Background: an optimization exercise with open tools, aiming at small area. Do not read the settings as production practice.
Only simulation tests tie the RTL to the original design; equivalence was not proved.
No activity file was given, so power comes from the tool's default toggle rates.

==> flow/design.v <==
module drawing_mem_ctrl (
                  input  wire        clk,
                  input  wire        reset,
                  input  wire        phase,
                  input  wire        iq_req,
                  output reg         iq_ack,
                  input  wire [17:0] iq_address,
                  input  wire  [3:0] iq_nbyte,
                  input  wire        iq_rnw,
                  input  wire [31:0] data_from_iq,
                  input  wire        vdu_req,
                  input  wire        vdu_take,
                  input  wire [16:0] vdu_address,
                  input  wire        de_req,
                  output reg         de_ack,
                  input  wire [17:0] de_address,
                  input  wire  [3:0] de_nbyte,
                  input  wire        de_rnw,
                  input  wire [31:0] de_wdata,
                  output reg  [17:0] fs_address,
                  output wire  [1:0] fs_ncs,
                  output reg         fs_noe,
                  output reg         fs_nwe,
                  output reg   [3:0] fs_nbyte_sel,
                  output reg  [31:0] fs_wdata
                  );
reg  ncs;
wire iq_grant = phase & !vdu_req & iq_req;
wire de_grant = phase & !vdu_req & !iq_req & de_req;
wire iq_sel   = phase ? iq_grant : iq_ack;
wire de_sel   = phase ? de_grant : de_ack;
wire pre_nwe  = !((iq_ack | de_ack) & fs_noe);
assign fs_ncs = {ncs, ncs};
always @ (posedge clk)
  if (reset)
    begin
    iq_ack <= 1'b0;
    de_ack <= 1'b0;
    ncs    <= 1'b0;
    fs_noe <= 1'b1;
    end
  else
    begin
    iq_ack <= iq_grant;
    de_ack <= de_grant;
    if (phase)
      begin
      ncs    <= !(vdu_req | iq_req | de_req);
      fs_noe <= !(vdu_req | (iq_req ? iq_rnw : (de_req & de_rnw)));
      end
    end
always @ (posedge clk)
  begin
  fs_address   <= ({18{vdu_take}} & {1'b0, vdu_address})
                | ({18{iq_sel}}   & iq_address)
                | ({18{de_sel}}   & de_address);
  fs_nbyte_sel <= ({4{iq_sel}} & iq_nbyte) | ({4{de_sel}} & de_nbyte);
  fs_wdata     <= iq_sel ? data_from_iq : de_wdata;
  end
always @ (negedge clk) fs_nwe <= pre_nwe;
endmodule
module drawing_vduc (
            input  wire        clk,
            input  wire        reset,
            output wire        frame_over,
            output wire        vdu_req,      
            output wire        vdu_take,     
            output wire [16:0] vdu_address,
            output wire        phase,        
            input  wire [31:0] vdu_data,
            output wire        v_sync_out,
            output wire        h_sync_out,
            output reg   [7:0] pixel_out,
            output reg         v_blank,
            output wire        h_blank
            );
reg  [9:0] p;
reg  [9:0] v;
reg [31:0] pixels;
wire [7:0] hw     = p[9:2];
wire       first  = p[9] & p[8] & p[7];              
wire       p_wrap = p[9] & p[8] & (&p[4:0]);         
wire       v_wrap = v[9] & v[3] & v[2];              
wire       h_act  = !p[9] | (!p[8] & !p[7]);         
wire       v_act  = !(v[9] | (&v[8:5]));             
wire       p656   = (p == 10'd656);
wire       show   = h_act & v_act;
assign phase       = p[0];
assign vdu_req     = (first | show) & !p[1] & p[0];
assign vdu_take    = show & (p[1] ^ p[0]);
wire [11:0] line5  = {3'd0, v[8:0]} + {1'b0, v[8:0], 2'b00};    
assign vdu_address = {line5 + {9'd0, hw[7:5]}, hw[4:0]};
assign h_sync_out  = (p >= 10'd656) & (p <= 10'd751);
assign h_blank     = !((p >= 10'd5) & (p <= 10'd644));
assign v_sync_out  = (v[8:1] == 8'b1111_0101);
assign frame_over  = (p == 10'd657) & (v == 10'd480);
always @ (posedge clk)
  if (reset)       p <= 10'd1020;
  else if (p_wrap) p <= 10'd0;
  else             p <= p + 10'd1;
always @ (posedge clk)
  if (reset)        v <= 10'd486;
  else if (p656)
    if (v_wrap)     v <= 10'd0;
    else            v <= v + 10'd1;
always @ (posedge clk)
  begin
  pixels[31:24] <= vdu_data[31:24];
  if (p[1:0] == 2'd3) pixels[23:0] <= vdu_data[23:0];
  else                pixels[23:0] <= pixels[31:8];
  end
wire prev_show = (p >= 10'd4) & (p <= 10'd643) & v_act;
always @ (posedge clk)
  if (reset) pixel_out <= 8'h00;
  else       pixel_out <= prev_show ? pixels[7:0] : 8'h00;
always @ (posedge clk)
  if (reset)              v_blank <= 1'b1;
  else if (hw != 8'd164)  v_blank <= !v_act;
endmodule
module framestore (
            input  wire        clk,
            input  wire        reset,
            input  wire        iq_req,
            output wire        iq_ack,
            input  wire [17:0] iq_address,
            input  wire  [3:0] iq_nbyte,
            input  wire        iq_rnw,
            input  wire [31:0] data_from_iq,
            input  wire        de_req,
            output wire        de_ack,
            input  wire [17:0] de_address,
            input  wire  [3:0] de_nbyte,
            input  wire        de_rnw,
            input  wire [31:0] de_wdata,
            output wire [17:0] fs_address,
            output wire  [1:0] fs_ncs,
            output wire        fs_noe,
            output wire        fs_nwe,
            output wire  [3:0] fs_nbyte_sel,
            input  wire [31:0] fs_rdata,
            output wire [31:0] fs_wdata,
            output wire        frame_over,
            output wire        v_sync_out,
            output wire        h_sync_out,
            output wire  [7:0] pixel_out,
            output wire        v_blank,
            output wire        h_blank
            );
wire        phase, vdu_req, vdu_take;
wire [16:0] vdu_address;
drawing_mem_ctrl mem_ctrl (
            .clk(clk), .reset(reset), .phase(phase),
            .iq_req(iq_req), .iq_ack(iq_ack), .iq_address(iq_address),
            .iq_nbyte(iq_nbyte), .iq_rnw(iq_rnw), .data_from_iq(data_from_iq),
            .vdu_req(vdu_req), .vdu_take(vdu_take), .vdu_address(vdu_address),
            .de_req(de_req), .de_ack(de_ack), .de_address(de_address),
            .de_nbyte(de_nbyte), .de_rnw(de_rnw), .de_wdata(de_wdata),
            .fs_address(fs_address), .fs_ncs(fs_ncs), .fs_noe(fs_noe),
            .fs_nwe(fs_nwe), .fs_nbyte_sel(fs_nbyte_sel),
            .fs_wdata(fs_wdata));
drawing_vduc vduc (
            .clk(clk), .reset(reset),
            .frame_over(frame_over), .vdu_req(vdu_req), .vdu_take(vdu_take),
            .vdu_address(vdu_address), .phase(phase), .vdu_data(fs_rdata),
            .v_sync_out(v_sync_out), .h_sync_out(h_sync_out),
            .pixel_out(pixel_out), .v_blank(v_blank), .h_blank(h_blank));
endmodule
==> flow/run.sh <==
#!/bin/bash
# synth_recipe.tcl (not shown) runs the flow's synth.tcl, then flattens the netlist and writes it again
# the make line also repeats each setting of config.mk as NAME=value (left out here)
make -C /OpenROAD-flow-scripts/flow DESIGN_CONFIG=/design/flow/config.mk WORK_HOME=/design/flow/orfs CLKGATE_MAP_FILE= SYNTH_SCRIPT=/design/flow/synth_recipe.tcl finish
==> flow/config.mk <==
export PLATFORM = sky130hd
export DESIGN_NAME = framestore
export DESIGN_NICKNAME = framestore
export VERILOG_FILES = /design/flow/design.v
export SDC_FILE = /design/flow/constraint.sdc
export NUM_CORES = 4
export LEC_CHECK = 0
export CAP_MARGIN = 20
export CORE_MARGIN = 2
export CORE_UTILIZATION = 40
export PLACE_DENSITY = 0.6
export SLEW_MARGIN = 20
==> flow/constraint.sdc <==
create_clock -name core_clock -period 5.0 [get_ports {clk}]
set_input_delay 1.0000 -clock core_clock [delete_from_list [all_inputs] [get_ports {clk}]]
set_output_delay 1.0000 -clock core_clock [all_outputs]
set_load 0.01 [all_outputs]
==> results of run 1 <==
[state kept, by name, indices dropped and copies added (netlist names)]
| name | flops |
|---|---|
| mem_ctrl.ncs | 1 |
| vduc.v_blank | 1 |
| vduc.p | 10 |
| vduc.pixels | 32 |
| mem_ctrl.iq_ack | 1 |
| mem_ctrl.de_ack | 1 |
| vduc.pixel_out | 8 |
| vduc.v | 10 |
| mem_ctrl.fs_nbyte_sel | 4 |
| mem_ctrl.fs_noe | 1 |
| mem_ctrl.fs_nwe | 1 |
| mem_ctrl.fs_address | 18 |
| mem_ctrl.fs_wdata | 32 |
[per-stage QoR]
step | util | instance area [sq um] | instances | hold slack (ns) | setup WS, ns
2_1_floorplan | - | 4960 | 534 | 0.4057 | 1.169
3_3_place_gp | 0.6021 | 7262 | 895 | 0.4075 | 0.6767
3_5_place_dp | 0.6022 | 7263 | 895 | 0.4114 | 0.6866
4_1_cts | 0.6553 | 7904 | 927 | 0.4242 | 0.2265
5_1_grt | 0.6553 | 7904 | 927 | 0.4330 | 0.2146
6_report | 0.6553 | 7904 | 927 | 0.4219 | 0.2304
[placed cells by master, fill, tap and decap left out, types with 3 or more instances in the layout]
master | netlist | routed
clkdlybuf4s50_1 | 0 | 218
dfxtp_1 | 120 | 120
nand2_1 | 119 | 119
mux2_2 | 24 | 24
ha_1 | 23 | 23
o21ai_0 | 21 | 21
inv_1 | 19 | 19
nor2_1 | 17 | 17
clkbuf_16 | 0 | 17
nand3_1 | 15 | 15
a21oi_1 | 13 | 13
a22oi_1 | 13 | 13
and2_1 | 11 | 11
and3_1 | 10 | 10
nor3_1 | 9 | 9
a221o_1 | 7 | 7
xnor2_1 | 7 | 7
o21bai_1 | 6 | 6
nor2b_1 | 5 | 5
a22o_1 | 5 | 5
nand4_1 | 5 | 5
xor2_1 | 4 | 4
a211o_1 | 4 | 4
bufinv_16 | 0 | 4
o21a_1 | 4 | 3
o2111ai_1 | 3 | 3
or3_1 | 3 | 3
or4_1 | 3 | 3
nor3b_1 | 3 | 3
clkbuf_8 | 0 | 3
clkinv_4 | 0 | 3
buf_4 | 4 | 3
[how the worst min path moves through the flow]
stage,endpoint,slack (ns),cells after the start
CTS,vduc.pixel_out[3],0.42,1
detailed placement,vduc.pixel_out[3],0.41,1
floorplan,vduc.pixel_out[0],0.41,1
global placement,vduc.pixel_out[6],0.41,1
global route,vduc.pixel_out[3],0.43,1
finish,vduc.pixel_out[3],0.42,1
[cell usage after synthesis, types with 3 or more instances]
cell / n
a211o_1: 4
buf_2: 3
xnor2_1: 7
mux2_2: 24
and2_1: 11
xor2_1: 4
or4_1: 3
nor2b_1: 5
ha_1: 23
a22o_1: 5
nor2_1: 17
nor3b_1: 3
nand4_1: 5
or3_1: 3
clkbuf_1: 17
buf_4: 4
and3_1: 10
o2111ai_1: 3
a22oi_1: 13
buf_1: 4
o21ai_0: 21
nor3_1: 9
nand2_1: 119
a221o_1: 7
a21oi_1: 13
inv_1: 19
o21bai_1: 6
nand3_1: 15
dfxtp_1: 120
o21a_1: 4
[final cells by class]
| cell class | instances | area share |
|---|---|---|
| clock buffer | 21 | 0.05952 |
| clock inverter | 12 | 0.02200 |
| inverter | 18 | 0.008548 |
| multi-input combinational | 367 | 0.3005 |
| sequential | 120 | 0.3039 |
| tap | 168 | 0.02659 |
| timing repair buffer | 221 | 0.2789 |
[routing by layer]
metal	share of wire	GRT usage	routed length [microns]
met5	0	0	0
met3	0.083	0.06906	1262
met2	0.50	0.3848	7525
met4	0.016	0.08996	245
met1	0.40	0.2563	6120
[report_power, final]
part / switching, mW / leakage (nW) / internal, mW
clock network: 0.437 / 0.312 / 0.873
logic: 0.225 / 1.98 / 0.319
registers: 0.0575 / 0.995 / 1.07
total: 0.719 / 3.28 / 2.26
[logic make-up (layout without fill, tap and decap cells)]
group,after synthesis,in the layout
simple gates,212,212
flops,120,120
compound gates,93,93
buf+inv,47,272
mux,26,26
fa+ha+maj,25,25
xor+xnor,11,11
==> flow_summary.ini, run 1 <==
[status]
status = no timing/DRC/antenna violations

[floorplan]
die_w_microns = 115.4
num_io_pins = 219
num_rows = 40
die_y_microns = 115.4
die_area_sq_um = 13310
coreArea_sq_um = 12060
initial_core_util = 0.4112

[critical_path]
crit_slowest_cell = clkdlybuf4s50_1
worst-path-stages = 1
crit_path_start = mem_ctrl.fs_nwe
cp.arrival_ns = 3.77
end_kind = primary output
worst_setup_path_start_kind = flip-flop
r2r-end = mem_ctrl.fs_nwe
crit_buf_inv = 1
max_stage_delay_ns = 0.53
critical_path_class = flip-flop to primary output
crit_family = buffers and inverters
r2r_slack_ns = 1.84
r2r_start = mem_ctrl.iq_ack
cp_max_fo = 1
reg2reg_depth = 1
path_cells = clkdlybuf4s50_1
worstSetupEndpoint = fs_nwe
worstPathRequired_ns = 4.00

[drt]
drt_iter0_drc = 301
routed_wl_microns = 15150
remaining_drc_errors = 0
vias_per_cell = 5.006
vias = 4641
antenna_left = 0
drtPass1Iterations = 5
wire_per_inst_microns = 16.35

[sta]
drv_slew = 0
setup_tns_ns = 0
slew_headroom = 0.3420
worst_pin_slew_ns = 0.9842
finalClockSkew_ns = 0.02871
finalHoldViolCount = 0
setup_viol = 0
grt_setup_unrepaired = false

[yosys]
yosysSeqAreaShare = 0.4844
yosys_warnings = 2
synth_top_area_frac = 0.4844
yosys.area_share.xor_xnor = 0.01942
synth_seq_cells = 120
synth_ff_type = dfxtp_1
synth-simple-area-share = 0.2001
syn_inst = 534
synth_top_area_cell = dfxtp_1
synth_mux_area_frac = 0.05853
syn-num-nets = 705
syn-cell-area_sq_um = 4960
synth_cell_types = 55
synth_top_family_by_area = simple AND/OR/NAND/NOR gates
netlist_top_cells_area = dfxtp_1 48%, nand2_1 9.0%, ha_1 5.8%
yosys.area_share.adder = 0.06609
synth-compound-area-share = 0.1322
synth-edff-count = 0
syn_avg_cell_area_sq_um = 9.288
synthArstFlopShare = 0

[clocking]
clock_latency_ns = 0.45
ctsHtreeMaxLevel = 4
clk_pin_slew_ns = 0.05
cts-root-buf = clkbuf_16
cts_setup_buffers = 0
tritoncts = yes
cts-resized-gates = 0
numCtsBuffers = 17
cts_sinks = 120
ctsHoldBuffers = 0
clk_path_buf_depth = 2

[final_layout]
num-fill-cells = 1024
antenna_cells = 0
layout-drive-gt1-share = 0.08432
multi_input_area_sq_um = 2375
area_delta_synth_final_pct = 59.36
fin_nets = 917
final-seq-area_sq_um = 2402

[global_routing]
grt.total_usage = 0.2229
grt.overflow.total = 0
grt_pass1_vias = 4373
antenna_found_initial = 0
grt_max_degree = 55
grt_first_pass_wirelength_microns = 22680

[place]
place.detailed.hpwl_microns = 11260
globalplace.congestion = 0.8312
io_buffers = 218

[worst_hold_path]
hp-class = flip-flop to flip-flop
min_from = vduc.pixels[3]

[power_and_ir_drop]
p_leak_nw = 3.285
total_power_mw = 2.977
pwr_density_cell_nw_per_um2 = 376.6
peakVddDrop_mv = 0.3353

[run]
drv_cap = 0
==> inputs of run 2 (changes only) <==
==> flow/flow/run.sh (new file) <==
#!/bin/bash
# Standard ORFS layout, with the smallest buffer on the ports and no CTS
# dummy loads. Each tool's full output stays in orfs/logs; make's output
# goes to standard.log.
set -euo pipefail
export BUFFER_PORTS_ARGS="-buffer_cell sky130_fd_sc_hd__buf_1"
export CTS_ARGS="-sink_clustering_enable -repair_clock_nets -dont_use_dummy_load -buf_list sky130_fd_sc_hd__clkbuf_8 -root_buf sky130_fd_sc_hd__clkbuf_8 -sink_clustering_size 40 -sink_clustering_max_diameter 120"
bash standard.sh finish > standard.log 2>&1
==> flow/standard.sh (new file) <==
#!/bin/bash
# synth_recipe.tcl (not shown) runs the flow's synth.tcl, then flattens the netlist and writes it again
# the make line also repeats each setting of config.mk as NAME=value (left out here)
make -C /OpenROAD-flow-scripts/flow DESIGN_CONFIG=/design/flow/config.mk WORK_HOME=/design/flow/orfs CLKGATE_MAP_FILE= SYNTH_SCRIPT=/design/flow/synth_recipe.tcl "${@:-finish}"
removed: flow/run.sh
==> flow_summary.ini, run 2 <==
[yosys]
yosys-top-cells-count = 120 x dfxtp_1, 119 x nand2_1, 24 x mux2_2
yosysSeqAreaShare = 0.4844
netlist_top_cells_area = dfxtp_1 48%, nand2_1 9.0%, ha_1 5.8%
syn-cell-area_sq_um = 4960
yosys.cell_count.top_type = dfxtp_1
synth_cell_types = 55
synth_ff_type = dfxtp_1
yosys_warnings = 2
syn-num-nets = 705
synth_top_area_cell = dfxtp_1
synth_top_area_frac = 0.4844
synth-edff-count = 0
synth_seq_cells = 120
syn_avg_cell_area_sq_um = 9.288
syn_inst = 534
synthArstFlopShare = 0

[critical_path]
worst_setup_path_start_kind = flip-flop
end_kind = primary output
crit_slowest_cell = dfxtp_1
max_stage_delay_ns = 0.30
worstPathRequired_ns = 4.00
cp_max_fo = 1
crit_family = flip-flops
crit_buf_inv = 1
critical_path_class = flip-flop to primary output
cp.arrival_ns = 3.39
path_cells = buf_1

[run]
drv_cap = 0

[clocking]
ctsHoldBuffers = 0
cts-root-buf = clkbuf_8
cts-resized-gates = 0
numCtsBuffers = 17
ctsHtreeMaxLevel = 4
clk_pin_slew_ns = 0.05
clk_path_buf_depth = 2
tritoncts = yes
cts_sinks = 120
clock_latency_ns = 0.43
cts_setup_buffers = 0

[sta]
slew_headroom = 0.3588
worst_pin_slew_ns = 0.9591
drv_slew = 0
grt_setup_unrepaired = false
setup_ws_ns = 0.6148
setup_viol = 0
setup_tns_ns = 0
finalClockSkew_ns = 0.03060
finalHoldViolCount = 0
whs_ns = 0.4177

[final_layout]
top_regs = mem_ctrl.fs_wdata: 32 flops, vduc.pixels: 32 flops, mem_ctrl.fs_address: 18 flops
antenna_cells = 0
final_cells = 913
fin_util = 0.5107
area_delta_synth_final_pct = 24.19
final_cell_mix = 218 x buf_1, 120 x dfxtp_1, 119 x nand2_1
final_area_sq_um = 6160
fin_nets = 918
layout-drive-gt1-share = 0.06846
num-fill-cells = 1183
final_common_cell = buf_1

[global_routing]
grt_first_pass_wirelength_microns = 20020
grt.overflow.total = 0
grt_pass1_vias = 4195
antenna_found_initial = 0
grt_max_degree = 55
grt.total_usage = 0.1977

[power_and_ir_drop]
sw_frac_of_total = 0.2771
internal-power_mw = 1.531
power_switching_mw = 0.5868
p_leak_nw = 2.535
pwr_density_cell_nw_per_um2 = 343.8
p_clk_frac = 0.289
comb_power_share = 0.182
power_frac_seq = 0.529
total_power_mw = 2.118
peakVddDrop_mv = 0.2564

[floorplan]
die_area_sq_um = 13310
die_y_microns = 115.4
die_w_microns = 115.4
coreArea_sq_um = 12060
initial_core_util = 0.4112
num_io_pins = 219
num_rows = 40

[place]
dpl_worst_slack_ns = 1.060
dpl.cell_count = 895
globalplace.congestion = 0.8529
place.detailed.hpwl_microns = 10130
dpl_cell_area_sq_um = 5898
io_buffers = 218

[worst_hold_path]
hp-class = flip-flop to flip-flop

[drt]
vias = 4492
vias_per_cell = 4.920
drt_iter0_drc = 193
drtPass1Iterations = 4
routed_wl_microns = 13270
remaining_drc_errors = 0
wire_per_inst_microns = 14.53
antenna_left = 0

[status]
status = no timing/DRC/antenna violations
-- run 2: metal layers --
| layer | wire length (microns) | track usage | up-vias |
|---|---|---|---|
| met5 | 0 | 0 | - |
| met4 | 82 | 0.08514 | 0 |
| met3 | 1053 | 0.07380 | 6 |
| met2 | 6644 | 0.3376 | 164 |
| met1 | 5487 | 0.2205 | 2057 |
| li1 | - | - | 2265 |
-- run 2: worst paths after layout --
check | end | depth (start not counted) | slack [ns] | from
max | fs_nwe | 1 | 0.61 | mem_ctrl.fs_nwe
min | vduc.pixel_out[0] | 1 | 0.42 | vduc.pixels[0]
max reg2reg | mem_ctrl.fs_nwe | 1 | 1.87 | mem_ctrl.iq_ack
min reg2reg | vduc.pixel_out[0] | 1 | 0.42 | vduc.pixels[0]
-- run 2: cell type report --
cell class,instances,area [sq um],share of cell area
clock inverter,1,3.754,0.0006094
timing repair buffer,222,868.3,0.1410
tap,168,210.2,0.03413
clock buffer,17,234.0,0.03798
multi-input combinational,367,2374,0.3853
inverter,18,67.56,0.01097
sequential,120,2402,0.3900
-- run 2: power by group through the flow --
stage	Combinational, mW	Clock [mW]	Sequential (mW)
after floorplan	0.222	0.00250	1.15
after global placement	0.374	0.00250	1.14
after detailed placement	0.382	0.00250	1.14
after CTS	0.385	0.639	1.12
after global routing	0.435	0.686	1.13
final	0.385	0.612	1.12
-- run 2: kinds of logic after synthesis --
group	synth area share
AO/OA/AOI/OAI	0.1322
XOR/XNOR	0.01942
adder cells (fa/ha/maj)	0.06610
buffers and inverters	0.03935
flip-flops	0.4844
multiplexers	0.05853
AND/OR/NAND/NOR	0.2001
==> inputs of run 3 (changes only) <==
==> flow/flow/run.sh (replaced) <==
#!/bin/bash
# Standard ORFS layout, with the smallest buffer on the ports and no CTS
# dummy loads. Each tool's full output stays in orfs/logs; make's output
# goes to standard.log.
set -euo pipefail
export BUFFER_PORTS_ARGS="-buffer_cell sky130_fd_sc_hd__buf_1"
export CTS_ARGS="-sink_clustering_enable -repair_clock_nets -dont_use_dummy_load -buf_list sky130_fd_sc_hd__clkbuf_4 -root_buf sky130_fd_sc_hd__clkbuf_4"
bash standard.sh finish > standard.log 2>&1
==> flow_summary.ini, run 3 <==
[status]
status = no timing/DRC/antenna violations

[worst_hold_path]
hp-class = flip-flop to flip-flop

[critical_path]
r2r_start = mem_ctrl.iq_ack
end_kind = primary output
crit_slowest_cell = dfxtp_1
worst_setup_path_start_kind = flip-flop
r2r-end = mem_ctrl.fs_nwe
critical_path_class = flip-flop to primary output
worstSetupEndpoint = fs_nwe
crit_buf_inv = 1
cp.arrival_ns = 3.47
crit_path_start = mem_ctrl.fs_nwe
worstPathRequired_ns = 4.00
crit_family = flip-flops
r2r_slack_ns = 1.87
worst-path-stages = 1
max_stage_delay_ns = 0.30
reg2reg_depth = 1
path_cells = buf_1
cp_max_fo = 1

[global_routing]
gr-usage-met1 = 0.2212
grt_first_pass_wirelength_microns = 19850
grt.total_usage = 0.1958
grt_max_degree = 55
grt_use_met3 = 0.06589
grt.overflow.total = 0
grt_pass1_vias = 4185
top_usage_layer = met2
antenna_found_initial = 0
met2_usage = 0.3353

[drt]
remaining_drc_errors = 0
routed_wl_microns = 13260
drt_iter0_drc = 210
vias_per_cell = 4.922
antenna_left = 0
vias = 4494
drtPass1Iterations = 4
wire_per_inst_microns = 14.53

[final_layout]
top_regs = mem_ctrl.fs_wdata: 32 flops, vduc.pixels: 32 flops, mem_ctrl.fs_address: 18 flops
final_area_sq_um = 6053
antenna_cells = 0
final_common_cell = buf_1
fin_nets = 918
layout-drive-gt1-share = 0.06846
num-fill-cells = 1194
final_cell_mix = 218 x buf_1, 120 x dfxtp_1, 119 x nand2_1
area_delta_synth_final_pct = 22.05
fin_util = 0.5019

[power_and_ir_drop]
peakVddDrop_mv = 0.2126
total_power_mw = 1.956
pwr_density_cell_nw_per_um2 = 323.2
p_leak_nw = 2.491

[yosys]
yosys_warnings = 2
synth_top_area_frac = 0.4844
synth_seq_cells = 120
synth_ff_type = dfxtp_1
synth-edff-count = 0
netlist_top_cells_area = dfxtp_1 48%, nand2_1 9.0%, ha_1 5.8%
syn-num-nets = 705
yosys-top-cells-count = 120 x dfxtp_1, 119 x nand2_1, 24 x mux2_2
synthArstFlopShare = 0
syn_avg_cell_area_sq_um = 9.288
synth_cell_types = 55
synth_top_area_cell = dfxtp_1
yosys.cell_count.top_type = dfxtp_1
syn_inst = 534
syn-cell-area_sq_um = 4960
yosysSeqAreaShare = 0.4844

[floorplan]
die_w_microns = 115.4
die_area_sq_um = 13310
die_y_microns = 115.4
num_rows = 40
initial_core_util = 0.4112
num_io_pins = 219
coreArea_sq_um = 12060

[run]
drv_cap = 0

[clocking]
clock_latency_ns = 0.53
cts_setup_buffers = 0
clk_path_buf_depth = 2
cts_sinks = 120
ctsHtreeMaxLevel = 4
cts-root-buf = clkbuf_4
tritoncts = yes
ctsHoldBuffers = 0
cts-resized-gates = 0
clk_pin_slew_ns = 0.07
numCtsBuffers = 17

[sta]
setup_tns_ns = 0
drv_slew = 0
setup_viol = 0
finalClockSkew_ns = 0.05009
grt_setup_unrepaired = false
worst_pin_slew_ns = 0.9708
finalHoldViolCount = 0
slew_headroom = 0.3510

[place]
io_buffers = 218
globalplace.congestion = 0.8529
place.detailed.hpwl_microns = 10130
dpl_cell_area_sq_um = 5898
run 3: stage by stage:
stage | worst slack, ns | std cells | hold WS (ns)
final | 0.5258 | 913 | 0.4161
after global routing | 0.4321 | 913 | 0.4327
after CTS | 0.4883 | 912 | 0.4236
after detailed placement | 1.060 | 895 | 0.4143
after global placement | 1.059 | 895 | 0.4081
after floorplan | 1.169 | 534 | 0.4057
run 3: worst min-delay path by stage:
stage                                from           endpoint  cells past startpoint
after detailed placement   vduc.pixels[6]  vduc.pixel_out[6]                      1
after global routing      vduc.pixels[23]    vduc.pixels[15]                      1
after CTS                  vduc.pixels[0]  vduc.pixel_out[0]                      1
after global placement     vduc.pixels[1]  vduc.pixel_out[1]                      1
final                      vduc.pixels[0]  vduc.pixel_out[0]                      1
after floorplan            vduc.pixels[0]  vduc.pixel_out[0]                      1
run 3: final cells by class:
type,count,area (sq um),area share
timing repair buffer,222,868.3,0.1434
inverter,18,67.56,0.01116
clock buffer,17,127.6,0.02108
sequential,120,2402,0.3969
tap,168,210.2,0.03473
multi-input combinational,367,2374,0.3921
clock inverter,1,3.754,0.0006201
run 3: where the power goes:
part | switching [mW] | internal, mW
Combinational | 0.218 | 0.167
Sequential | 0.0556 | 1.06
Clock | 0.296 | 0.156
Total | 0.570 | 1.39
run 3: cells by family after synthesis:
family | Yosys count | share of synthesized area
mux | 26 | 0.05853
fa+ha+maj | 25 | 0.06610
simple gates | 212 | 0.2001
compound gates | 93 | 0.1322
flops | 120 | 0.4844
xor+xnor | 11 | 0.01942
buf+inv | 47 | 0.03935
run 3: layer usage:
metal	part of all wire	routed length [microns]	vias up
met4	0.014	191	0
met3	0.083	1106	15
li1	-	-	2265
met5	0	0	-
met2	0.49	6517	189
met1	0.41	5447	2025
==> inputs of run 4 (changes only) <==
==> flow/flow/run.sh (replaced) <==
#!/bin/bash
# Standard ORFS layout, with the smallest buffer on the ports and no CTS
# dummy loads. Each tool's full output stays in orfs/logs; make's output
# goes to standard.log.
set -euo pipefail
export BUFFER_PORTS_ARGS="-buffer_cell sky130_fd_sc_hd__buf_1"
export CTS_ARGS="-sink_clustering_enable -repair_clock_nets -dont_use_dummy_load"
bash standard.sh finish > standard.log 2>&1
==> flow_summary.ini, run 4 <==
[global_routing]
gr-usage-met1 = 0.2217
grt_pass1_vias = 4199
grt_max_degree = 55
grt_first_pass_wirelength_microns = 20060
grt_use_met3 = 0.07011
met2_usage = 0.3380
top_usage_layer = met2
grt.overflow.total = 0
antenna_found_initial = 0
grt.total_usage = 0.1970

[drt]
vias_per_cell = 4.968
drt_iter0_drc = 202
antenna_left = 0
drtPass1Iterations = 4
routed_wl_microns = 13280
vias = 4536
wire_per_inst_microns = 14.54
remaining_drc_errors = 0

[yosys]
syn-num-nets = 705
synth-edff-count = 0
netlist_top_cells_area = dfxtp_1 48%, nand2_1 9.0%, ha_1 5.8%
syn_avg_cell_area_sq_um = 9.288
synth_top_area_frac = 0.4844
yosysSeqAreaShare = 0.4844
yosys-top-cells-count = 120 x dfxtp_1, 119 x nand2_1, 24 x mux2_2
syn-cell-area_sq_um = 4960
synthArstFlopShare = 0
synth_cell_types = 55
synth_seq_cells = 120
yosys.cell_count.top_type = dfxtp_1
synth_top_area_cell = dfxtp_1
syn_inst = 534
yosys_warnings = 2
synth_ff_type = dfxtp_1

[sta]
grt_setup_unrepaired = false
slew_headroom = 0.3445
finalHoldViolCount = 0
worst_pin_slew_ns = 0.9805
setup_tns_ns = 0
whs_ns = 0.4221
drv_slew = 0
setup_viol = 0
finalClockSkew_ns = 0.02548

[run]
drv_cap = 0

[power_and_ir_drop]
total_power_mw = 2.450
peakVddDrop_mv = 0.2499
p_leak_nw = 2.622
pwr_density_cell_nw_per_um2 = 385.8

[place]
io_buffers = 218
place.detailed.hpwl_microns = 10130
globalplace.congestion = 0.8529

[status]
status = no timing/DRC/antenna violations

[clocking]
ctsHtreeMaxLevel = 4
cts_setup_buffers = 0
tritoncts = yes
numCtsBuffers = 17
cts_sinks = 120
cts-resized-gates = 0
clk_pin_slew_ns = 0.04
cts-root-buf = clkbuf_16
clock_latency_ns = 0.41
ctsHoldBuffers = 0
clk_path_buf_depth = 2

[critical_path]
path_cells = buf_1
crit_buf_inv = 1
cp_max_fo = 1
worst_setup_path_start_kind = flip-flop
end_kind = primary output
critical_path_class = flip-flop to primary output
worstPathRequired_ns = 4.00
crit_slowest_cell = dfxtp_1
max_stage_delay_ns = 0.30
crit_family = flip-flops
cp.arrival_ns = 3.38

[final_layout]
layout-drive-gt1-share = 0.06846
final_cell_mix = 218 x buf_1, 120 x dfxtp_1, 119 x nand2_1
area_delta_synth_final_pct = 28.05
fin_nets = 918
num-fill-cells = 1159
final_common_cell = buf_1
antenna_cells = 0
top_regs = mem_ctrl.fs_wdata: 32 flops, vduc.pixels: 32 flops, mem_ctrl.fs_address: 18 flops

[floorplan]
die_w_microns = 115.4
coreArea_sq_um = 12060
die_area_sq_um = 13310
num_rows = 40
initial_core_util = 0.4112
num_io_pins = 219
die_y_microns = 115.4

[worst_hold_path]
hp-class = flip-flop to flip-flop
==> run 4: cell types whose count changed in the layout (fill, tap and decap cells not counted) <==
cell | before | now
clkbuf_4 | 17 | 0
clkbuf_16 | 0 | 17
==> run 4: metal layers <==
layer  share of wire  wire (microns)
met2            0.49            6507
met4           0.015             194
met1            0.41            5462
met3           0.084            1111
met5               0               0
==> run 4: kinds of logic (layout without fill, tap and decap cells) <==
| logic type | count (synthesis) | count (layout) | share of synthesized area |
|---|---|---|---|
| simple gates | 212 | 212 | 0.2001 |
| flops | 120 | 120 | 0.4844 |
| compound gates | 93 | 93 | 0.1322 |
| buf+inv | 47 | 258 | 0.03935 |
| mux | 26 | 26 | 0.05853 |
| fa+ha+maj | 25 | 25 | 0.06610 |
| xor+xnor | 11 | 11 | 0.01942 |
==> run 4: final cells by class <==
| class | instances | area, sq um | share of cell area |
|---|---|---|---|
| clock buffer | 17 | 425.4 | 0.06698 |
| clock inverter | 1 | 3.754 | 0.0005910 |
| inverter | 18 | 67.56 | 0.01064 |
| multi-input combinational | 367 | 2374 | 0.3737 |
| sequential | 120 | 2402 | 0.3783 |
| tap | 168 | 210.2 | 0.03310 |
| timing repair buffer | 222 | 868.3 | 0.1367 |
==> run 4: final timing paths <==
kind                   startpoint           endpoint  slack (ns)  depth (start not counted)
hold reg to reg    vduc.pixels[0]  vduc.pixel_out[0]        0.42                          1
setup reg to reg  mem_ctrl.iq_ack    mem_ctrl.fs_nwe        1.89                          1
hold / removal     vduc.pixels[0]  vduc.pixel_out[0]        0.42                          1
setup / recovery  mem_ctrl.fs_nwe             fs_nwe        0.62                          1
==> run 4: stage by stage <==
stage	util	cells	setup WS, ns	area [sq um]
detailed placement	0.4890	895	1.060	5898
global placement	0.4890	895	1.059	5898
global route	0.5266	913	0.5522	6351
CTS	0.5243	912	0.6030	6324
floorplan	-	534	1.169	4960
finish	0.5266	913	0.6187	6351
==> run 4: power by group <==
part	internal, mW	switching [mW]	total, mW
sequential	1.07	0.0558	1.12
clock	0.584	0.356	0.940
combinational	0.167	0.219	0.386
==> inputs of run 5 (changes only) <==
--- a/flow/design.v
+++ b/flow/design.v
@@ -55,7 +55,7 @@
                 | ({18{iq_sel}}   & iq_address)
                 | ({18{de_sel}}   & de_address);
   fs_nbyte_sel <= ({4{iq_sel}} & iq_nbyte) | ({4{de_sel}} & de_nbyte);
-  fs_wdata     <= iq_sel ? data_from_iq : de_wdata;
+  fs_wdata     <= ({32{iq_sel}} & data_from_iq) | ({32{de_sel}} & de_wdata);
   end
 always @ (negedge clk) fs_nwe <= pre_nwe;
 endmodule
@@ -75,34 +75,34 @@
             output wire        h_blank
             );
 reg  [9:0] p;
-reg  [9:0] v;
+reg [11:0] b;                     
 reg [31:0] pixels;
 wire [7:0] hw     = p[9:2];
 wire       first  = p[9] & p[8] & p[7];              
 wire       p_wrap = p[9] & p[8] & (&p[4:0]);         
-wire       v_wrap = v[9] & v[3] & v[2];              
+wire       b_wrap = b[11] & b[9] & b[6];             
 wire       h_act  = !p[9] | (!p[8] & !p[7]);         
-wire       v_act  = !(v[9] | (&v[8:5]));             
+wire       v_act  = (b < 12'd2400);                  
 wire       p656   = (p == 10'd656);
+wire       b_inc  = p656 | (!p[9] & (&p[6:0]));      
 wire       show   = h_act & v_act;
 assign phase       = p[0];
 assign vdu_req     = (first | show) & !p[1] & p[0];
 assign vdu_take    = show & (p[1] ^ p[0]);
-wire [11:0] line5  = {3'd0, v[8:0]} + {1'b0, v[8:0], 2'b00};    
-assign vdu_address = {line5 + {9'd0, hw[7:5]}, hw[4:0]};
+assign vdu_address = {b, hw[4:0]};
 assign h_sync_out  = (p >= 10'd656) & (p <= 10'd751);
 assign h_blank     = !((p >= 10'd5) & (p <= 10'd644));
-assign v_sync_out  = (v[8:1] == 8'b1111_0101);
-assign frame_over  = (p == 10'd657) & (v == 10'd480);
+assign v_sync_out  = (b >= 12'd2450) & (b <= 12'd2459);
+assign frame_over  = (p == 10'd657) & (b == 12'd2400);
 always @ (posedge clk)
   if (reset)       p <= 10'd1020;
   else if (p_wrap) p <= 10'd0;
   else             p <= p + 10'd1;
 always @ (posedge clk)
-  if (reset)        v <= 10'd486;
-  else if (p656)
-    if (v_wrap)     v <= 10'd0;
-    else            v <= v + 10'd1;
+  if (reset)        b <= 12'd2430;
+  else if (b_inc)
+    if (b_wrap)     b <= 12'd0;
+    else            b <= b + 12'd1;
 always @ (posedge clk)
   begin
   pixels[31:24] <= vdu_data[31:24];
--- a/flow/flow/run.sh
+++ b/flow/flow/run.sh
@@ -4,5 +4,5 @@
 # goes to standard.log.
 set -euo pipefail
 export BUFFER_PORTS_ARGS="-buffer_cell sky130_fd_sc_hd__buf_1"
-export CTS_ARGS="-sink_clustering_enable -repair_clock_nets -dont_use_dummy_load"
+export CTS_ARGS="-sink_clustering_enable -repair_clock_nets -dont_use_dummy_load -buf_list sky130_fd_sc_hd__clkbuf_4 -root_buf sky130_fd_sc_hd__clkbuf_4"
 bash standard.sh finish > standard.log 2>&1
==> flow_summary.ini, run 5 <==
[yosys]
synth_ff_type = dfxtp_1
yosys_warnings = 2
syn-num-nets = 580
netlist_top_cells_area = dfxtp_1 54%, a22o_1 7.5%, mux2_2 6.0%
synthArstFlopShare = 0
synth-edff-count = 0
yosys.cell_count.top_type = dfxtp_1
synth_cell_types = 48
synth_top_area_frac = 0.5388
yosysSeqAreaShare = 0.5388
syn-cell-area_sq_um = 4533
synth_top_area_cell = dfxtp_1
syn_avg_cell_area_sq_um = 10.59
syn_inst = 428
synth_seq_cells = 122
yosys-top-cells-count = 122 x dfxtp_1, 39 x a22o_1, 27 x nor2_1

[clocking]
clk_path_buf_depth = 2
clk_pin_slew_ns = 0.10
cts_sinks = 122
cts_setup_buffers = 0
cts-resized-gates = 0
clock_latency_ns = 0.51
ctsHoldBuffers = 0
tritoncts = yes
cts-root-buf = clkbuf_4
numCtsBuffers = 17
ctsHtreeMaxLevel = 4

[sta]
finalClockSkew_ns = 0.03979
grt_setup_unrepaired = false
setup_viol = 0
worst_pin_slew_ns = 0.8993
setup_tns_ns = 0
finalHoldViolCount = 0
slew_headroom = 0.3998
whs_ns = 0.4558
drv_slew = 0

[drt]
routed_wl_microns = 12770
drt_iter0_drc = 260
remaining_drc_errors = 0
wire_per_inst_microns = 16.47
antenna_left = 0
drtPass1Iterations = 7
vias = 4094
vias_per_cell = 5.283

[final_layout]
final_common_cell = buf_1
fin_util = 0.5104
antenna_cells = 0
final_cell_mix = 218 x buf_1, 122 x dfxtp_1, 39 x a22o_1
fin_nets = 789
layout-drive-gt1-share = 0.08031
final-seq-area_sq_um = 2442
area_delta_synth_final_pct = 23.13
num-fill-cells = 1086
final_cells = 775
multi_input_area_sq_um = 1917
top_regs = mem_ctrl.fs_wdata: 32 flops, vduc.pixels: 32 flops, mem_ctrl.fs_address: 18 flops

[power_and_ir_drop]
pwr_density_cell_nw_per_um2 = 342.5
power_frac_seq = 0.586
peakVddDrop_mv = 0.2028
p_clk_frac = 0.236
sw_frac_of_total = 0.2767
total_power_mw = 1.911
internal-power_mw = 1.383
power_switching_mw = 0.5290
comb_power_share = 0.178
p_leak_nw = 2.138

[floorplan]
die_area_sq_um = 12200
num_rows = 38
num_io_pins = 219
initial_core_util = 0.4145
die_y_microns = 110.5
coreArea_sq_um = 10940
die_w_microns = 110.5

[status]
status = no timing/DRC/antenna violations

[place]
place.detailed.hpwl_microns = 9508
dpl.cell_count = 758
io_buffers = 218
globalplace.congestion = 0.9027

[global_routing]
grt.overflow.total = 0
grt_max_degree = 38
grt_first_pass_wirelength_microns = 19760
grt.total_usage = 0.2029
antenna_found_initial = 0
grt_pass1_vias = 3970

[critical_path]
end_kind = primary output
critical_path_class = flip-flop to primary output
cp.arrival_ns = 3.45
worst_setup_path_start_kind = flip-flop
worstPathRequired_ns = 4.00
crit_slowest_cell = dfxtp_1
max_stage_delay_ns = 0.30
crit_family = flip-flops
path_cells = buf_1
crit_buf_inv = 1
cp_max_fo = 1

[worst_hold_path]
hp-class = flip-flop to flip-flop

[run]
drv_cap = 0
run 5: cell count changes after synthesis, moves of 5 or more:
cell / previous run / this run
a21oi_1: 13 / 8
a221o_1: 7 / 25
a22o_1: 5 / 39
a22oi_1: 13 / 1
and2_1: 11 / 3
and4_1: 1 / 6
clkbuf_1: 17 / 23
ha_1: 23 / 6
nand2_1: 119 / 14
nor2_1: 17 / 27
nor3b_1: 3 / 11
o21bai_1: 6 / 0
o22ai_1: 0 / 5
run 5: power groups by stage:
stage	combinational (mW)	clock, mW	sequential, mW
after global placement	0.335	0.00250	1.14
final	0.340	0.452	1.12
after global routing	0.374	0.507	1.13
after CTS	0.343	0.472	1.12
after detailed placement	0.339	0.00250	1.14
after floorplan	0.192	0.00250	1.15
run 5: final cells by class:
type,instances,area share
repair buffers,222,0.1520
multi-input cells,255,0.3434
flip-flops and latches,122,0.4376
well taps,140,0.03138
inverters,18,0.01210
clock buffers,17,0.02286
clock inverters,1,0.0006725
run 5: metrics by stage:
stage	cell area (sq um)	setup slack [ns]
4_1_cts	5577	0.5162
2_1_floorplan	4533	1.169
6_report	5582	0.5547
3_3_place_gp	5449	1.065
5_1_grt	5582	0.4879
3_5_place_dp	5449	1.067
run 5: worst paths after layout:
| path | from | endpoint | slack [ns] | cells past startpoint |
|---|---|---|---|---|
| max | mem_ctrl.fs_nwe | fs_nwe | 0.55 | 1 |
| max reg2reg | mem_ctrl.iq_ack | mem_ctrl.fs_nwe | 1.86 | 1 |
| min | vduc.pixels[26] | vduc.pixels[18] | 0.46 | 1 |
| min reg2reg | vduc.pixels[26] | vduc.pixels[18] | 0.46 | 1 |
run 5: kinds of logic after synthesis:
group | after synthesis | synth area share
AND/OR/NAND/NOR | 108 | 0.1297
buffers and inverters | 51 | 0.04444
flip-flops | 122 | 0.5388
XOR/XNOR | 5 | 0.009660
AO/OA/AOI/OAI | 112 | 0.2012
adder cells (fa/ha/maj) | 6 | 0.01656
multiplexers | 24 | 0.05962
run 5: per-layer routing:
layer	global-route usage	part of all wire	vias to the layer above
li1	-	-	1996
met1	0.2378	0.41	1898
met2	0.3464	0.50	183
met3	0.06312	0.073	17
met4	0.07917	0.017	0
met5	0	0	-
==> inputs of run 6 (changes only) <==
==> flow/flow/run.sh (replaced) <==
#!/bin/bash
# Layout flow: the standard synthesis, then the combinational logic of
# its netlist re-mapped for area by Yosys/ABC (registers and their names
# untouched), then the standard ORFS layout with the smallest buffer on the
# ports and a clock tree of clkbuf_4 without dummy loads.
# Logs: synth.log, remap.log, remap_check.log, standard.log here, and each
# ORFS step's own log under orfs/logs.
set -euo pipefail
top=${FLOW_TOP:-framestore}
lib=$FLOW_HOME/platforms/sky130hd/lib/sky130_fd_sc_hd__tt_025C_1v80.lib
yosys=$FLOW_HOME/../tools/install/yosys/bin/yosys
res=orfs/results/sky130hd/framestore/base

export BUFFER_PORTS_ARGS="-buffer_cell sky130_fd_sc_hd__buf_1"
export CTS_ARGS="-sink_clustering_enable -repair_clock_nets -dont_use_dummy_load -buf_list sky130_fd_sc_hd__clkbuf_4 -root_buf sky130_fd_sc_hd__clkbuf_4"

bash standard.sh synth > synth.log 2>&1

cp $res/1_2_yosys.v $res/1_2_yosys.standard.v
sed -e "s#@LIB@#$lib#g; s#@IN@#$res/1_2_yosys.standard.v#; s#@TOP@#$top#; s#@OUT@#$PWD/remapped.v#g; s#@ABC@#$PWD/flow/remap.abc#" \
  flow/remap.ys > remap_run.ys
$yosys -l remap.log -s remap_run.ys > /dev/null
$yosys -l remap_check.log -p "read_liberty -lib $lib; read_verilog remapped.v; hierarchy -top $top; check -assert -mapped" > /dev/null
cp remapped.v $res/1_2_yosys.v
rm -f $res/1_synth.odb $res/1_synth.sdc

bash standard.sh finish > standard.log 2>&1
==> flow/flow/remap.abc (new file) <==
strash; &get -n; &fraig -x; &put; scorr; dc2; strash; dc2; strash; &get -n; &syn2; &dch -f; &nf -R 1000; &put
==> flow/flow/remap.ys (new file) <==
# Re-map the combinational logic of the standard synthesis netlist for
# area. Registers (and tie cells) are kept as they are, by name and type.
read_liberty -ignore_miss_func @LIB@
read_verilog @IN@
hierarchy -top @TOP@
blackbox sky130_fd_sc_hd__df* sky130_fd_sc_hd__ed* sky130_fd_sc_hd__sdf* sky130_fd_sc_hd__sed* sky130_fd_sc_hd__dl* sky130_fd_sc_hd__conb*
flatten
opt_clean -purge
tee -o @OUT@.before.txt stat -liberty @LIB@
abc -script @ABC@ -liberty @LIB@ -dont_use *lpflow* -dont_use *probe*
splitnets
opt_clean -purge
hilomap -singleton -hicell sky130_fd_sc_hd__conb_1 HI -locell sky130_fd_sc_hd__conb_1 LO
insbuf -buf sky130_fd_sc_hd__buf_4 A X
rename -enumerate -pattern _rm%_
opt_clean -purge
tee -o @OUT@.after.txt stat -liberty @LIB@
write_verilog -noattr -noexpr -nohex -nodec @OUT@
==> flow_summary.ini, run 6 <==
[final_layout]
top_regs = mem_ctrl.fs_wdata: 32 flops, vduc.pixels: 32 flops, mem_ctrl.fs_address: 18 flops
final_common_cell = buf_1
final_cell_mix = 218 x buf_1, 122 x dfxtp_1, 37 x a22o_1
layout-drive-gt1-share = 0.04132
fin_util = 0.5341
antenna_cells = 0
final_area_sq_um = 5245
fin_nets = 753
area_delta_synth_final_pct = 28.71

[clocking]
cts-root-buf = clkbuf_4
clk_path_buf_depth = 2
tritoncts = yes
clk_pin_slew_ns = 0.09
ctsHtreeMaxLevel = 4
cts_setup_buffers = 0
numCtsBuffers = 17
cts_sinks = 122
clock_latency_ns = 0.51
ctsHoldBuffers = 0
cts-resized-gates = 0

[global_routing]
antenna_found_initial = 0
grt_max_degree = 30
grt_pass1_vias = 3607
grt_first_pass_wirelength_microns = 18220
grt.overflow.total = 0
grt.total_usage = 0.2133

[sta]
slew_headroom = 0.4497
grt_setup_unrepaired = false
worst_pin_slew_ns = 0.8254
drv_slew = 0
setup_viol = 0
setup_tns_ns = 0
finalHoldViolCount = 0
finalClockSkew_ns = 0.02954

[critical_path]
cp_max_fo = 1
crit_slowest_cell = dfxtp_1
crit_buf_inv = 1
critical_path_class = flip-flop to primary output
worstPathRequired_ns = 4.00
worst_setup_path_start_kind = flip-flop
r2r_start = mem_ctrl.de_ack
reg2reg_depth = 1
max_stage_delay_ns = 0.30
cp.arrival_ns = 3.44
crit_family = flip-flops
path_cells = buf_1
r2r_slack_ns = 1.84
end_kind = primary output
r2r-end = mem_ctrl.fs_nwe

[floorplan]
die_w_microns = 104.9
coreArea_sq_um = 9819
num_rows = 36
die_area_sq_um = 11010
num_io_pins = 219
initial_core_util = 0.4150
die_y_microns = 104.9

[drt]
vias_per_cell = 5.081
remaining_drc_errors = 0
vias = 3750
antenna_left = 0
routed_wl_microns = 11660
drt_iter0_drc = 300
drtPass1Iterations = 6
wire_per_inst_microns = 15.80

[status]
status = no timing/DRC/antenna violations

[yosys]
syn_inst = 367
yosys_warnings = 2
syn-cell-area_sq_um = 4075
syn-num-nets = 513
syn_avg_cell_area_sq_um = 11.10

[place]
place.detailed.hpwl_microns = 8683
globalplace.congestion = 0.8318
io_buffers = 218
dpl_cell_area_sq_um = 5117

[run]
drv_cap = 0

[power_and_ir_drop]
p_leak_nw = 1.926
peakVddDrop_mv = 0.1747
pwr_density_cell_nw_per_um2 = 323.7

[worst_hold_path]
hp-class = flip-flop to flip-flop
min_from = vduc.pixels[1]
hold-path-endpoint = vduc.pixel_out[1]
holdPathStages = 1
## run 6: how the worst max path moves through the flow
stage | start | to | slack, ns | cells past startpoint
after global routing | mem_ctrl.fs_nwe | fs_nwe | 0.49 | 1
after CTS | mem_ctrl.fs_nwe | fs_nwe | 0.52 | 1
after global placement | mem_ctrl.fs_nwe | fs_nwe | 1.06 | 1
after floorplan | vduc.p[0] | mem_ctrl.fs_address[0] | 1.01 | 5
after detailed placement | mem_ctrl.fs_nwe | fs_nwe | 1.05 | 1
final | mem_ctrl.fs_nwe | fs_nwe | 0.56 | 1
## run 6: per-layer routing
| layer | vias to the layer above | GRT usage | share of wire |
|---|---|---|---|
| li1 | 1836 | - | - |
| met2 | 153 | 0.3850 | 0.52 |
| met3 | 18 | 0.06737 | 0.069 |
| met5 | - | 0 | 0 |
| met4 | 0 | 0.07714 | 0.015 |
| met1 | 1743 | 0.2335 | 0.39 |
## run 6: final cells by class
class / instances / area [sq um]
clock buffers: 17 / 127.6
clock inverters: 1 / 3.754
fillers: 988 / 4574
inverters: 23 / 86.33
multi-input cells: 219 / 1563
flip-flops and latches: 122 / 2442
well taps: 133 / 166.4
repair buffers: 223 / 855.8
## run 6: stage by stage
stage	hold WS, ns	setup WS [ns]	power (mW)	cells
2_1_floorplan	0.4072	1.010	1.179	367
5_1_grt	0.4412	0.4868	1.794	738
3_3_place_gp	0.4088	1.059	1.273	721
4_1_cts	0.4278	0.5176	1.724	738
6_report	0.4292	0.5609	1.698	738
3_5_place_dp	0.4150	1.052	1.278	721
## run 6: power by group
part           switching, mW  internal (mW)  leakage, nW  total, mW
sequential            0.0242           1.03         1.00       1.06
clock                  0.290          0.156       0.0798      0.446
combinational          0.107         0.0876        0.844      0.195
==> inputs of run 7 (changes only) <==
==> flow/flow/remap.abc (replaced) <==
strash; &get -n; &fraig -x; &put; scorr; dc2; strash; dc2; strash; &get -n; &deepsyn -T 60; &dch -f; &nf -R 1000; &put; strash; dch -f; amap
--- a/flow/config.mk
+++ b/flow/config.mk
@@ -5,8 +5,8 @@
 export SDC_FILE = /design/flow/constraint.sdc
 export NUM_CORES = 4
 export LEC_CHECK = 0
-export CAP_MARGIN = 20
+export CAP_MARGIN = 0
 export CORE_MARGIN = 2
 export CORE_UTILIZATION = 40
 export PLACE_DENSITY = 0.6
-export SLEW_MARGIN = 20
+export SLEW_MARGIN = 0
==> flow_summary.ini, run 7 <==
[critical_path]
crit_path_start = mem_ctrl.fs_nwe
cp_max_fo = 1
crit_slowest_cell = dfxtp_1
worstPathRequired_ns = 4.00
critical_path_class = flip-flop to primary output
end_kind = primary output
worst_setup_path_start_kind = flip-flop
r2r_start = vduc.p[0]
crit_buf_inv = 1
cp.arrival_ns = 3.40
crit_family = flip-flops
max_stage_delay_ns = 0.30
path_cells = buf_1

[place]
globalplace.congestion = 0.8732
io_buffers = 218
dpl_cell_area_sq_um = 4960
place.detailed.hpwl_microns = 7589

[sta]
finalClockSkew_ns = 0.05059
finalHoldViolCount = 0
setup_tns_ns = 0
worst_pin_slew_ns = 1.137
setup_viol = 0
grt_setup_unrepaired = false
slew_headroom = 0.2378
drv_slew = 0

[final_layout]
area_delta_synth_final_pct = 29.37
final_cell_mix = 218 x buf_1, 122 x dfxtp_1, 61 x a22o_1
top_regs = mem_ctrl.fs_wdata: 32 flops, vduc.pixels: 32 flops, mem_ctrl.fs_address: 18 flops
fin_nets = 748
layout-drive-gt1-share = 0.04000
antenna_cells = 0
final_common_cell = buf_1
num-fill-cells = 952
final_area_sq_um = 5087

[yosys]
syn_inst = 363
syn_avg_cell_area_sq_um = 10.83
syn-cell-area_sq_um = 3933
yosys_warnings = 2
syn-num-nets = 509

[worst_hold_path]
hp-class = flip-flop to flip-flop
min_from = vduc.pixels[12]

[clocking]
clock_latency_ns = 0.48
ctsHoldBuffers = 0
ctsHtreeMaxLevel = 4
tritoncts = yes
numCtsBuffers = 17
cts_setup_buffers = 0
cts-root-buf = clkbuf_4
clk_pin_slew_ns = 0.09
clk_path_buf_depth = 2
cts-resized-gates = 0
cts_sinks = 122

[power_and_ir_drop]
p_leak_nw = 1.943
pwr_density_cell_nw_per_um2 = 333.3
peakVddDrop_mv = 0.1375

[run]
drv_cap = 0

[floorplan]
die_area_sq_um = 10640
die_w_microns = 103.2
num_io_pins = 219
coreArea_sq_um = 9639
num_rows = 36
initial_core_util = 0.4080
die_y_microns = 103.2

[drt]
dr_wl_met2_microns = 5113
antenna_left = 0
drt-met1-wl_microns = 4313
vias = 3499
drtPass1Iterations = 4
routed_wl_microns = 10240
maxUsedRoutingLayer = met4
vias_per_cell = 4.774
remaining_drc_errors = 0
met3_length_microns = 723
drt_iter0_drc = 159
wire_per_inst_microns = 13.98

[global_routing]
antenna_found_initial = 0
grt_first_pass_wirelength_microns = 14770
grt.total_usage = 0.1852
grt_pass1_vias = 3071
grt.overflow.total = 0
grt_max_degree = 49

[status]
status = no timing/DRC/antenna violations
## run 7: final cells by class
class / count / area [sq um] / share of cell area
repair buffers: 222 / 848.3 / 0.1667
clock buffers: 17 / 127.6 / 0.02509
well taps: 133 / 166.4 / 0.03271
inverters: 38 / 142.6 / 0.02804
clock inverters: 1 / 3.754 / 0.0007378
flip-flops and latches: 122 / 2442 / 0.4801
multi-input cells: 200 / 1356 / 0.2666
## run 7: stage by stage
step	std cells	power [mW]	hold WS, ns	worst slack [ns]	utilization
2_1_floorplan	363	1.188	0.4138	0.9772	-
3_3_place_gp	716	1.278	0.4228	1.062	0.5145
3_5_place_dp	716	1.281	0.4248	1.067	0.5145
4_1_cts	733	1.721	0.4266	0.5486	0.5278
5_1_grt	733	1.789	0.4329	0.4926	0.5278
6_report	733	1.696	0.4206	0.5981	0.5278
## run 7: report_power, final
| part | switching (mW) | internal, mW | leakage, nW | total, mW |
|---|---|---|---|---|
| registers | 0.0217 | 1.04 | 1.00 | 1.06 |
| clock network | 0.284 | 0.157 | 0.0798 | 0.441 |
| logic | 0.106 | 0.0918 | 0.861 | 0.197 |
## run 7: metal layers
layer  global-route usage  vias to the layer above
met3              0.06508                        8
met1               0.2103                     1552
li1                     -                     1809
met4              0.07794                        0
met2               0.3162                      130
met5                    0                        -
## run 7: worst paths after layout
check	endpoint	cells past startpoint	slack [ns]
max	fs_nwe	1	0.60
min	vduc.pixels[4]	1	0.42
min reg2reg	vduc.pixels[4]	1	0.42
max reg2reg	vduc.b[11]	18	1.11
==> inputs of run 8 (changes only) <==
--- a/flow/config.mk
+++ b/flow/config.mk
@@ -5,8 +5,8 @@
 export SDC_FILE = /design/flow/constraint.sdc
 export NUM_CORES = 4
 export LEC_CHECK = 0
-export CAP_MARGIN = 0
+export CAP_MARGIN = 20
 export CORE_MARGIN = 2
 export CORE_UTILIZATION = 40
 export PLACE_DENSITY = 0.6
-export SLEW_MARGIN = 0
+export SLEW_MARGIN = 20
==> flow_summary.ini, run 8 <==
[yosys]
syn-cell-area_sq_um = 3933
yosys_warnings = 2
syn_avg_cell_area_sq_um = 10.83
syn-num-nets = 509
syn_inst = 363

[clocking]
cts_setup_buffers = 0
numCtsBuffers = 17
cts-root-buf = clkbuf_4
cts_sinks = 122
ctsHoldBuffers = 0
clk_path_buf_depth = 2
clk_pin_slew_ns = 0.09
cts-resized-gates = 0
tritoncts = yes
ctsHtreeMaxLevel = 4
clock_latency_ns = 0.50

[drt]
remaining_drc_errors = 0
antenna_left = 0
vias = 3533
vias_per_cell = 4.820
wire_per_inst_microns = 14.02
drt_iter0_drc = 152
drtPass1Iterations = 5
routed_wl_microns = 10270

[critical_path]
cp_max_fo = 1
crit_slowest_cell = dfxtp_1
cp.arrival_ns = 3.42
crit_family = flip-flops
reg2reg_depth = 16
worstPathRequired_ns = 4.00
critical_path_class = flip-flop to primary output
crit_buf_inv = 1
max_stage_delay_ns = 0.30
end_kind = primary output
worst-path-stages = 1
path_cells = buf_1
worst_setup_path_start_kind = flip-flop

[power_and_ir_drop]
sw_frac_of_total = 0.2427
pwr_density_cell_nw_per_um2 = 332.9
power_switching_mw = 0.4115
power_frac_seq = 0.624
comb_power_share = 0.117
p_leak_nw = 1.941
p_clk_frac = 0.260
peakVddDrop_mv = 0.1577
internal-power_mw = 1.284

[global_routing]
grt.overflow.total = 0
antenna_found_initial = 0
grt_pass1_vias = 3145
grt_first_pass_wirelength_microns = 14680
grt.total_usage = 0.1833
grt_max_degree = 49

[floorplan]
die_area_sq_um = 10640
die_w_microns = 103.2
coreArea_sq_um = 9639
num_io_pins = 219
num_rows = 36
die_y_microns = 103.2
initial_core_util = 0.4080

[worst_hold_path]
holdPathStages = 1
hp-class = flip-flop to flip-flop

[place]
dpl.cell_count = 716
globalplace.congestion = 0.8732
io_buffers = 218
place.detailed.hpwl_microns = 7643

[sta]
finalClockSkew_ns = 0.04935
setup_viol = 0
grt_setup_unrepaired = false
setup_tns_ns = 0
finalHoldViolCount = 0
worst_pin_slew_ns = 0.8291
drv_slew = 0
slew_headroom = 0.4395

[final_layout]
final_common_cell = buf_1
final_cells = 733
final_cell_mix = 218 x buf_1, 122 x dfxtp_1, 61 x a22o_1
layout-drive-gt1-share = 0.04000
top_regs = mem_ctrl.fs_wdata: 32 flops, vduc.pixels: 32 flops, mem_ctrl.fs_address: 18 flops
antenna_cells = 0
area_delta_synth_final_pct = 29.53
fin_nets = 748

[status]
status = no timing/DRC/antenna violations

[run]
drv_cap = 0
## run 8: changes by cell type in the layout (fill, tap and decap cells not counted)
cell    delta
nor3_4     +1
nor3_2     -1
## run 8: layout make-up
| class | count | area, sq um |
|---|---|---|
| Clock buffer | 17 | 127.6 |
| Clock inverter | 1 | 3.754 |
| Fill cell | 958 | 4546 |
| Inverter | 38 | 142.6 |
| Multi-Input combinational cell | 200 | 1363 |
| Sequential cell | 122 | 2442 |
| Tap cell | 133 | 166.4 |
| Timing Repair Buffer | 222 | 848.3 |
## run 8: stage by stage
step	worst slack (ns)	util	power [mW]	cell area, sq um	hold WS [ns]
floorplan	0.9772	-	1.188	3933	0.4138
global placement	1.062	0.5145	1.278	4960	0.4228
detailed placement	1.049	0.5152	1.283	4966	0.4248
CTS	0.5513	0.5284	1.720	5094	0.4233
global route	0.5000	0.5284	1.783	5094	0.4255
finish	0.5848	0.5284	1.695	5094	0.4207
## run 8: metal layers
metal,vias to the layer above,routed length (microns),track usage,share of wire
met1,1580,4280,0.2035,0.42
met5,-,0,0,0
met2,130,5061,0.3192,0.49
met3,12,782,0.06169,0.076
li1,1811,-,-,-
met4,0,149,0.07996,0.015
## run 8: path summary, 6_finish.rpt
path | startpoint | endpoint | slack, ns
worst max register to register | vduc.p[9] | vduc.b[11] | 0.96
worst max-delay path | mem_ctrl.fs_nwe | fs_nwe | 0.58
worst min register to register | vduc.pixels[13] | vduc.pixels[5] | 0.42
worst min-delay path | vduc.pixels[13] | vduc.pixels[5] | 0.42
## run 8: power groups by stage
stage          combinational [mW]  sequential [mW]  clock, mW
2_1_floorplan              0.0908             1.09    0.00272
3_3_place_gp                0.197             1.08    0.00272
3_5_place_dp                0.200             1.08    0.00272
4_1_cts                     0.201             1.06      0.462
5_1_grt                     0.221             1.06      0.498
6_report                    0.198             1.06      0.440
==> inputs of run 9 (changes only) <==
--- a/flow/design.v
+++ b/flow/design.v
@@ -90,10 +90,10 @@
 assign vdu_req     = (first | show) & !p[1] & p[0];
 assign vdu_take    = show & (p[1] ^ p[0]);
 assign vdu_address = {b, hw[4:0]};
-assign h_sync_out  = (p >= 10'd656) & (p <= 10'd751);
+assign h_sync_out  = p[9] & !p[8] & p[7] & (p[6] | p[5] | p[4]) & !(p[6] & p[5] & p[4]);   
 assign h_blank     = !((p >= 10'd5) & (p <= 10'd644));
 assign v_sync_out  = (b >= 12'd2450) & (b <= 12'd2459);
-assign frame_over  = (p == 10'd657) & (b == 12'd2400);
+assign frame_over  = (p == 10'd657) & !v_blank & !v_act;    
 always @ (posedge clk)
   if (reset)       p <= 10'd1020;
   else if (p_wrap) p <= 10'd0;
==> flow/config.mk (replaced) <==
export PLATFORM = sky130hd
export DESIGN_NAME = framestore
export DESIGN_NICKNAME = framestore
export VERILOG_FILES = /design/flow/design.v
export SDC_FILE = /design/flow/constraint.sdc
export NUM_CORES = 4
export LEC_CHECK = 0
export CAP_MARGIN = 0
export CORE_MARGIN = 2
export CORE_UTILIZATION = 55
export PLACE_DENSITY = 0.75
export SLEW_MARGIN = 0
==> flow_summary.ini, run 9 <==
[drt]
drt_iter0_drc = 223
wire_per_inst_microns = 15.21
vias_per_cell = 5.264
antenna_left = 0
vias = 3706
remaining_drc_errors = 0
drtPass1Iterations = 7
routed_wl_microns = 10710

[sta]
setup_viol = 0
drv_slew = 0
grt_setup_unrepaired = false
finalClockSkew_ns = 0.02879
setup_tns_ns = 0
worst_pin_slew_ns = 1.012
setup_ws_ns = 0.5879
slew_headroom = 0.3232
finalHoldViolCount = 0

[floorplan]
initial_core_util = 0.5740
num_io_pins = 219
num_rows = 30
coreArea_sq_um = 6869
die_w_microns = 88.67
die_area_sq_um = 7861
die_y_microns = 88.67

[final_layout]
top_regs = mem_ctrl.fs_wdata: 32 flops, vduc.pixels: 32 flops, mem_ctrl.fs_address: 18 flops
layout-drive-gt1-share = 0.03783
num-fill-cells = 551
area_delta_synth_final_pct = 27.77
final_cell_mix = 218 x buf_1, 122 x dfxtp_1, 45 x clkinv_1
final_common_cell = buf_1
fin_util = 0.7333
final-seq-area_sq_um = 2442
antenna_cells = 0
final_cells = 704
multi_input_area_sq_um = 1330
fin_nets = 756

[place]
place.detailed.hpwl_microns = 8069
dpl.cell_count = 687
dpl_worst_slack_ns = 1.064
io_buffers = 218
globalplace.congestion = 0.8423

[critical_path]
crit_buf_inv = 1
critical_path_class = flip-flop to primary output
end_kind = primary output
crit_slowest_cell = dfxtp_1
cp.arrival_ns = 3.41
crit_family = flip-flops
max_stage_delay_ns = 0.29
worstPathRequired_ns = 4.00
worst_setup_path_start_kind = flip-flop
path_cells = buf_1
cp_max_fo = 1

[status]
status = no timing/DRC/antenna violations

[clocking]
cts_setup_buffers = 0
ctsHtreeMaxLevel = 4
clock_latency_ns = 0.49
cts_sinks = 122
numCtsBuffers = 17
cts-resized-gates = 0
tritoncts = yes
clk_pin_slew_ns = 0.09
cts-root-buf = clkbuf_4
ctsHoldBuffers = 0
clk_path_buf_depth = 2

[yosys]
syn-cell-area_sq_um = 3943
yosys_warnings = 2
syn-num-nets = 517
syn_avg_cell_area_sq_um = 10.63
syn_inst = 371

[power_and_ir_drop]
peakVddDrop_mv = 0.2059
total_power_mw = 1.701
pwr_density_cell_nw_per_um2 = 337.6
p_leak_nw = 1.865

[run]
drv_cap = 0

[global_routing]
grt_first_pass_wirelength_microns = 15780
grt.total_usage = 0.2660
grt.overflow.total = 0
antenna_found_initial = 0
grt_max_degree = 55
grt_pass1_vias = 3401

[worst_hold_path]
hp-class = flip-flop to flip-flop
-- run 9: cell type report --
class | count | share of cell area
Multi-Input combinational cell | 202 | 0.2640
Inverter | 44 | 0.03279
Clock buffer | 17 | 0.02534
Clock inverter | 1 | 0.0007452
Sequential cell | 122 | 0.4848
Timing Repair Buffer | 222 | 0.1684
Tap cell | 96 | 0.02384
-- run 9: worst paths after layout --
path / startpoint / end / slack, ns / depth (start not counted)
worst max-delay path: mem_ctrl.fs_nwe / fs_nwe / 0.59 / 1
worst min-delay path: vduc.pixels[5] / vduc.pixel_out[5] / 0.42 / 1
worst max register to register: vduc.b[6] / mem_ctrl.fs_address[7] / 1.42 / 12
worst min register to register: vduc.pixels[5] / vduc.pixel_out[5] / 0.42 / 1
-- run 9: stage by stage --
stage	hold slack, ns	cell area, sq um
floorplan	0.4138	3943
global placement	0.4158	4910
detailed placement	0.4231	4910
CTS	0.4230	5037
global route	0.4209	5037
finish	0.4208	5037
-- run 9: power by group --
| group | internal (mW) | total (mW) | leakage (nW) | switching (mW) |
|---|---|---|---|---|
| clock network | 0.156 | 0.440 | 0.0798 | 0.283 |
| logic | 0.0940 | 0.204 | 0.783 | 0.110 |
| registers | 1.04 | 1.06 | 1.00 | 0.0217 |
| total | 1.29 | 1.70 | 1.86 | 0.415 |
-- run 9: routing by layer --
metal | global-route usage | share of wire | up-vias
li1 | - | - | 1829
met1 | 0.3001 | 0.38 | 1694
met2 | 0.4518 | 0.51 | 157
met3 | 0.08489 | 0.079 | 26
met4 | 0.1336 | 0.028 | 0
met5 | 0 | 0 | -
